From an optimization exercise on the open Yosys and OpenROAD flow, aimed at small area; shortcuts taken in it are not production practice. In this exercise RTL edits were held to simulation tests only and were not proved equivalent to the original. The clock port is modelled as an ideal driver; clocking choices that lean on that would not hold on a real chip. Power figures rest on the tool's default switching activity, not on a simulated workload.

==> inputs of run F <==
==> flow/design.v <==
module clk_div (
	CLK, RST, CLK_DIV
	);
	parameter divider = 250;
	input CLK;
	input RST;
	output CLK_DIV;
	reg [7:0] state;
	reg CLK_DIV;
	function [7:0] step;
		input [7:0] s;
		begin
			step = {s[6:0], s[7] ^ s[5] ^ s[4] ^ s[3]};
		end
	endfunction
	function [7:0] steps;
		input [7:0] s;
		input integer n;
		integer j;
		begin
			steps = s;
			for (j = 0; j < n; j = j + 1)
				steps = step(steps);
		end
	endfunction
	localparam [7:0] START = 8'h01;                        
	localparam [7:0] ONE = steps(START, divider - 1);      
	localparam [7:0] ZERO = steps(START, divider);         
	localparam integer B = (ZERO[0] != START[0]) ? 0 : (ZERO[1] != START[1]) ? 1 :
		(ZERO[2] != START[2]) ? 2 : (ZERO[3] != START[3]) ? 3 :
		(ZERO[4] != START[4]) ? 4 : (ZERO[5] != START[5]) ? 5 :
		(ZERO[6] != START[6]) ? 6 : 7;
	wire zero = CLK_DIV && state[B] == ZERO[B];
	always @(posedge CLK)
	begin
		if (!RST || zero) state <= START;
		else state <= step(state);
	end
	always @(posedge CLK)
		CLK_DIV <= (state == ONE);
endmodule
module pb170proj (
		CLK, KEY, SW, LEDG, LEDR, HEX4, HEX5, HEX6, HEX7
	);
	input CLK;
	input [1:0] KEY;
	input [15:0] SW;
	output [4:0] LEDG;
	output [15:0] LEDR;
	output [6:0] HEX4;
	output [6:0] HEX5;
	output [6:0] HEX6;
	output [6:0] HEX7;
	wire rst_n = KEY[0];
	wire tick;
	clk_div #(.divider(250)) divider1 (.CLK(CLK), .RST(rst_n), .CLK_DIV(tick));
	reg [19:0] n_rnd_cnt;   
	wire [19:0] rnd_cnt = ~n_rnd_cnt;
	reg pending;          
	reg [15:0] nledscfg;  
	wire [15:0] ledscfg = ~nledscfg;
	reg n_show;   
	wire show = ~n_show;
	reg [8:0] cntdwn;
	reg [2:0] disp;       
	reg rflag;            
	reg pflag;            
	reg zflag;            
	reg [2:0] n_rnds;   
	wire [2:0] rnds = ~n_rnds;
	reg [3:0] oks;        
	reg old_key1;
	wire [2:0] rnds_inc;
	wire [3:0] oks_inc;
	assign rnds_inc = {
		(rnds[2] & rnds[1]) | (rnds[1] & ~rnds[0]) | (~rnds[2] & ~rnds[1] & rnds[0]),
		(~rnds[0]),
		(rnds[2])};
	assign HEX4 = {
		(~rnds[1] & ~rnds[0]),
		(~rnds[0]),
		(rnds[2]) | (~rnds[1] & ~rnds[0]),
		(~rnds[1] & ~rnds[0]) | (rnds[2] & rnds[1] & rnds[0]),
		(~rnds[2] & rnds[1] & ~rnds[0]),
		(~rnds[1] & rnds[0]),
		(rnds[2] & rnds[1] & rnds[0]) | (~rnds[2] & ~rnds[1] & ~rnds[0])};
	assign oks_inc = {
		(~oks[0]) | (oks[2]) | (oks[1]),
		(~oks[3] & ~oks[2]) | (~oks[2] & oks[1]),
		(oks[2] & ~oks[0]) | (~oks[3] & ~oks[0]),
		(oks[3] & ~oks[2]) | (oks[1])};
	assign HEX6 = {
		(oks[2] & ~oks[0]) | (~oks[3] & ~oks[0]),
		(oks[2]) | (oks[1] & oks[0]),
		(oks[2]) | (oks[3] & ~oks[1]),
		(oks[2] & ~oks[0]) | (oks[3] & ~oks[1] & ~oks[0]),
		(oks[1] & oks[0]),
		(~oks[2] & ~oks[1] & oks[0]),
		(oks[2] & oks[1]) | (oks[3] & ~oks[1] & ~oks[0])};
	assign HEX5 = 7'b1111111;
	assign HEX7 = 7'b1111111;
	assign LEDR = {16{show}} & ledscfg;
	assign LEDG = {disp == 3'd4, disp == 3'd3, disp == 3'd2, disp == 3'd1, disp == 3'd0};
	wire [2:0] mode = rflag ? {2'b00, pflag} : {disp[2:1], disp[0] | pflag};
	wire press = !KEY[1] && old_key1;
	wire advance = press && (mode == 3'd0 || mode == 3'd2);
	wire [2:0] mode1 = !rst_n ? 3'd0 : advance ? mode + 3'd1 : mode;
	wire starting = mode1 == 3'd1 && (pflag || advance);
	wire cnt0 = cntdwn == 9'd0;
	wire match = SW == ledscfg;
	wire last = rnds == 3'd3;
	wire carry8 = &rnd_cnt[7:0];
	wire up = !starting && (carry8 || pending);
	wire [19:0] rnd_next = rst_n ? {rnd_cnt[19:8] + {11'd0, up}, rnd_cnt[7:0] + 8'd1} : 20'd0;
	reg [2:0] mode2;
	always @(*)
	begin
		mode2 = mode1;
		if (tick)
			case (mode1)
			1: if (cnt0 && !starting) mode2 = 3'd2;
			2: if (cnt0) mode2 = 3'd3;
			3: mode2 = 3'd4;
			4: if (cnt0) mode2 = last ? 3'd5 : 3'd0;
			default: ;
			endcase
	end
	wire idle = mode2 == 3'd0 || mode2 == 3'd5;
	wire t1 = tick && mode1 == 3'd1;
	wire t3 = tick && mode1 == 3'd3;
	wire t4 = tick && mode1 == 3'd4;
	wire t5 = tick && mode1 == 3'd5;
	wire first = tick && starting;       
	wire t1end = t1 && !starting && cnt0;
	wire set1 = t4 && cnt0 && last;      
	wire dec = tick && (mode1 == 3'd1 || mode1 == 3'd2 || mode1 == 3'd4);
	wire [19:0] r = {rnd_cnt[19:8], cntdwn[7:0]};
	wire [3:0] dlo [0:4];
	wire [3:0] dhi [0:4];
	wire [15:0] pattern;
	genvar k, i;
	generate
		for (k = 0; k < 5; k = k + 1) begin : pdec
			wire [1:0] a = r[4*k+1:4*k];
			wire [1:0] b = r[4*k+3:4*k+2];
			assign dlo[k] = {a[1] & a[0], a[1] & ~a[0], ~a[1] & a[0], ~a[1] & ~a[0]};
			assign dhi[k] = {first & b[1] & b[0], first & b[1] & ~b[0], first & ~b[1] & b[0], first & ~b[1] & ~b[0]};
		end
		for (i = 0; i < 16; i = i + 1) begin : pat
			assign pattern[i] = (dhi[0][i/4] & dlo[0][i%4]) | (dhi[1][i/4] & dlo[1][i%4]) |
				(dhi[2][i/4] & dlo[2][i%4]) | (dhi[3][i/4] & dlo[3][i%4]) | (dhi[4][i/4] & dlo[4][i%4]);
		end
	endgenerate
	wire keep = !first && !set1 && !t5;
	always @(posedge CLK)
	begin
		old_key1 <= KEY[1];
		n_rnd_cnt <= ~(rnd_next);
		pending <= rst_n && (starting ? (pending || carry8) : (pending && carry8));
		nledscfg <= ~(pattern | ({16{t5}} & {ledscfg[14:0], ledscfg[15]}) |
			({16{keep}} & ledscfg) | {15'd0, set1});
		if (first)
			n_show <= ~(1'b1);
		else if (t1end)
			n_show <= ~(1'b0);
		else if (t4)
			n_show <= ~(cntdwn[2] || set1);
		if (!rst_n) begin
			rflag <= 1'b1;
			pflag <= 1'b0;
			zflag <= 1'b1;
		end else if (advance)
			pflag <= 1'b1;
		cntdwn <= idle ? {1'b0, rnd_next[7:0]} : first ? 9'd4 : t1end ? 9'd500 :
			t3 ? (match ? 9'd48 : 9'd96) : cntdwn - {8'd0, dec};
		if (t3) begin
			oks <= match ? (zflag ? 4'd14 : oks_inc) : (zflag ? 4'd0 : oks);
			n_rnds <= ~(zflag ? 3'd0 : rnds_inc);
			zflag <= 1'b0;
		end
		if (tick) begin
			disp <= mode2;
			rflag <= 1'b0;
			pflag <= 1'b0;
		end
	end
endmodule
==> flow/flow/run.sh <==
#!/bin/bash
# The standard layout (standard.sh), with these changes:
#  - synthesis maps the logic with area-oriented ABC scripts and keeps the
#    smallest result (flow/synth.tcl wraps synth_recipe.tcl; registers are
#    mapped before ABC runs, so they are the standard synthesis's), and
#    adders are left to ABC instead of being mapped to adder cells first;
#  - the port buffers are the smallest buffer, buf_1;
#  - the constant outputs share one tie cell;
#  - CTS builds the clock tree from clkbuf_4, without dummy loads; then
#    flow/clkfix.tcl (after CTS) swaps each clock buffer that drives other
#    clock buffers, or whose loads see a slew over 80 ps, for clkbuf_8.
# Every tool's log is under orfs/logs/; make's own output is in standard.log.
set -euo pipefail
here=$(pwd)
sed -E "s#SYNTH_SCRIPT=[^ ]*synth_recipe\.tcl#SYNTH_SCRIPT=$here/flow/synth.tcl#" standard.sh > own_standard.sh
grep -q "SYNTH_SCRIPT=$here/flow/synth.tcl" own_standard.sh
export ADDER_MAP_FILE=
export SKIP_REPAIR_TIE_FANOUT=1
export BUFFER_PORTS_ARGS="-buffer_cell sky130_fd_sc_hd__buf_1"
export CTS_ARGS="-sink_clustering_enable -repair_clock_nets -dont_use_dummy_load -buf_list sky130_fd_sc_hd__clkbuf_4"
export POST_CTS_TCL=$here/flow/clkfix.tcl
export OWN_CLK_BIG_BUF=sky130_fd_sc_hd__clkbuf_8
export OWN_CLK_SLEW_NS=0.08
bash own_standard.sh > standard.log 2>&1
==> flow/flow/abc_area1.script <==
strash
dc2
&get -n
&deepsyn -T 30 -S 1
&put
dch -f
amap
topo
==> flow/flow/abc_area2.script <==
strash
dc2
&get -n
&deepsyn -T 30 -S 2
&put
dch -f
amap
topo
==> flow/flow/abc_area3.script <==
strash
dc2
&get -n
&deepsyn -T 30 -S 3
&put
dch -f
amap
topo
==> flow/flow/abc_area4.script <==
strash
dc2
&get -n
&deepsyn -T 30 -S 4
&put
dch -f
amap
topo
==> flow/flow/abc_area5.script <==
strash
dch -f
amap
topo
==> flow/flow/abc_area6.script <==
strash
dc2
&get -n
&deepsyn -T 30 -S 5
&put
dch -f -r
amap -F 2 -A 4
topo
==> flow/flow/clkfix.tcl <==
# ORFS POST_CTS hook: CTS builds the clock tree from the small clock buffer
# (CTS_ARGS); here each clock buffer whose loads see a slew above
# OWN_CLK_SLEW_NS (or that drives other clock buffers) is swapped for the
# larger OWN_CLK_BIG_BUF, and the design is legalized again.
estimate_parasitics -placement
set_propagated_clock [all_clocks]
proc own_worst_slew { pins } {
  set w 0
  foreach p $pins {
    sta::redirect_string_begin
    report_slews $p
    set r [sta::redirect_string_end]
    if { [regexp {\^ ([0-9.]+):([0-9.]+) v ([0-9.]+):([0-9.]+)} $r -> a b c d] } {
      foreach x [list $a $b $c $d] { if { $x > $w } { set w $x } }
    }
  }
  return $w
}
set big [get_lib_cells $::env(OWN_CLK_BIG_BUF)]
set changed 1
set round 0
while { $changed && $round < 4 } {
  set changed 0
  incr round
  foreach inst [get_cells -hierarchical *] {
    set m [get_property $inst ref_name]
    if { ![string match "sky130_fd_sc_hd__clkbuf_*" $m] || $m == $::env(OWN_CLK_BIG_BUF) } { continue }
    set out [get_pins -of_objects $inst -filter "direction == output"]
    set loads [get_pins -of_objects [get_nets -of_objects $out] -filter "direction == input"]
    set drives_buf 0
    foreach l $loads {
      set lm [get_property [get_cells -of_objects $l] ref_name]
      if { [string match "sky130_fd_sc_hd__clkbuf_*" $lm] } { set drives_buf 1 }
    }
    set w [own_worst_slew $loads]
    if { $drives_buf || $w > $::env(OWN_CLK_SLEW_NS) } {
      puts "own clock fix: [get_full_name $inst] ($m, load slew $w) -> $::env(OWN_CLK_BIG_BUF)"
      replace_cell $inst $big
      set changed 1
    }
  }
  estimate_parasitics -placement
}
detailed_placement
check_placement -verbose
estimate_parasitics -placement
==> flow/flow/synth.tcl <==
# The standard flow's synthesis (synth_recipe.tcl, in the work folder), with ORFS's
# combinational mapping step (its one abc call) replaced: ABC runs with each
# of the area-oriented scripts flow/abc_area*.script and the smallest result
# is kept. Registers are mapped before this step, so they are the standard
# synthesis's registers.
set own_dir [file dirname [file normalize [info script]]]
proc abc {args} {
  global own_dir
  set i [lsearch -exact $args -script]
  set libs {}
  foreach {a b} [lrange $args 0 end] { }
  for {set j 0} {$j < [llength $args]} {incr j} {
    if { [lindex $args $j] == "-liberty" } { lappend libs -liberty [lindex $args [expr { $j + 1 }]] }
  }
  yosys design -save own_pre_abc
  set best ""
  set best_area 1e18
  foreach script [lsort [glob [file join $own_dir abc_area*.script]]] {
    yosys design -load own_pre_abc
    set a $args
    lset a [expr { $i + 1 }] $script
    puts "abc (own script [file tail $script])"
    yosys abc {*}$a
    set stat_file [file join $::env(OBJECTS_DIR) own_abc_stat.txt]
    yosys tee -q -o $stat_file stat {*}$libs
    set fh [open $stat_file r]
    set txt [read $fh]
    close $fh
    if { ![regexp {Chip area for module '[^']*': ([0-9.eE+]+)} $txt -> area] } { error "no area" }
    puts "abc (own script [file tail $script]): area $area"
    if { $area < $best_area } {
      set best_area $area
      set best $script
      yosys design -save own_best_abc
    }
  }
  puts "abc: keeping [file tail $best], area $best_area"
  yosys design -load own_best_abc
}
source [file join [file dirname $own_dir] synth_recipe.tcl]
==> flow/standard.sh <==
#!/bin/bash
# synth_recipe.tcl (not shown) runs the flow's synth.tcl, then flattens the netlist and writes it again
# the make line also repeats each setting of config.mk as NAME=value (left out here)
make -C /OpenROAD-flow-scripts/flow DESIGN_CONFIG=/design/flow/config.mk WORK_HOME=/design/flow/orfs CLKGATE_MAP_FILE= SYNTH_SCRIPT=/design/flow/synth_recipe.tcl "${@:-finish}"
==> flow/config.mk <==
export PLATFORM = sky130hd
export DESIGN_NAME = pb170proj
export DESIGN_NICKNAME = pb170proj
export VERILOG_FILES = /design/flow/design.v
export SDC_FILE = /design/flow/constraint.sdc
export NUM_CORES = 4
export LEC_CHECK = 0
export ABC_AREA = 1
export CAP_MARGIN = 20
export CORE_MARGIN = 2
export CORE_UTILIZATION = 70
export PLACE_DENSITY = 0.72
export SLEW_MARGIN = 20
==> flow/constraint.sdc <==
create_clock -name core_clock -period 10.0 [get_ports {CLK}]
set_input_delay 2.0000 -clock core_clock [delete_from_list [all_inputs] [get_ports {CLK}]]
set_output_delay 2.0000 -clock core_clock [all_outputs]
set_load 0.01 [all_outputs]
==> inputs of run C, as changes to run F <==
--- a/flow/design.v
+++ b/flow/design.v
@@ -171,8 +171,16 @@
 			zflag <= 1'b1;
 		end else if (advance)
 			pflag <= 1'b1;
-		cntdwn <= idle ? {1'b0, rnd_next[7:0]} : first ? 9'd4 : t1end ? 9'd500 :
-			t3 ? (match ? 9'd48 : 9'd96) : cntdwn - {8'd0, dec};
+		if (idle)
+			cntdwn <= {1'b0, rnd_next[7:0]};
+		else if (first)
+			cntdwn <= 9'd4;
+		else if (t1end)
+			cntdwn <= 9'd500;
+		else if (t3)
+			cntdwn <= match ? 9'd48 : 9'd96;
+		else if (dec)
+			cntdwn <= cntdwn - 9'd1;
 		if (t3) begin
 			oks <= match ? (zflag ? 4'd14 : oks_inc) : (zflag ? 4'd0 : oks);
 			n_rnds <= ~(zflag ? 3'd0 : rnds_inc);
removed: flow/flow/abc_area5.script
removed: flow/flow/abc_area6.script
==> summary.txt <==
Yosys
  • Post-synth top cells: nor2_1 (93), dfxtp_1 (60), clkinv_1 (59)
  • Syn Inst Count: 469

Floorplanning
  • Die Y: 75.1 um

Hold path
  • Min-delay src: divider1.state[6]$_SDFF_PP0_

Status
  • Status: timing/DRC/antenna clean

STA
  • Clock skew: approximately 0.018 ns
# the run above: run F

==> summary.txt <==
Critical path
  • Crit. Startpoint: KEY[0]

Pwr
  • Sw power: 129 uW

Status
  • Status: timing/DRC/antenna clean

Floorplanning
  • Die Y: 75.9 um

Place
  • Routability cong.: 1.01

Yosys
  • Post-synth top cells: nor2_1 (86), clkinv_1 (56), dfxtp_1 (52)
  • YS warnings: 2

STA
  • Clock skew: 0.0237 ns

Detailed routing
  • Number of vias per cell: 6.38
# the run above: run C

what the ideal ports hide:
Ports are ideal in the flow. The routed layouts listed here were re-timed in OpenROAD. Step 1 assumes that a clkbuf_16 drives the clock port and a buf_2 every other input. Step 2 moves the port delays by t, midway between the first and last clock arrival at a register: inputs arrive t later, outputs are due t later. That takes back most of the time a late clock gives input paths. Slacks: no drivers / after step 1 / after step 2; pairs: no drivers / after step 1.
run	t, ns	setup slack, ns	hold WS [ns]	cell pins on the clock port's net
run F	0.357	3.966 / 3.965 / 3.608	0.425 / 0.425 / 0.425	1
run C	0.363	3.057 / 3.054 / 2.691	0.443 / 0.443 / 0.443	1
After both steps setup and hold are still met in every run listed. For run C, which loses most, drivers alone change the setup slack by -0.003 ns; drivers and shift together by -0.366 ns.
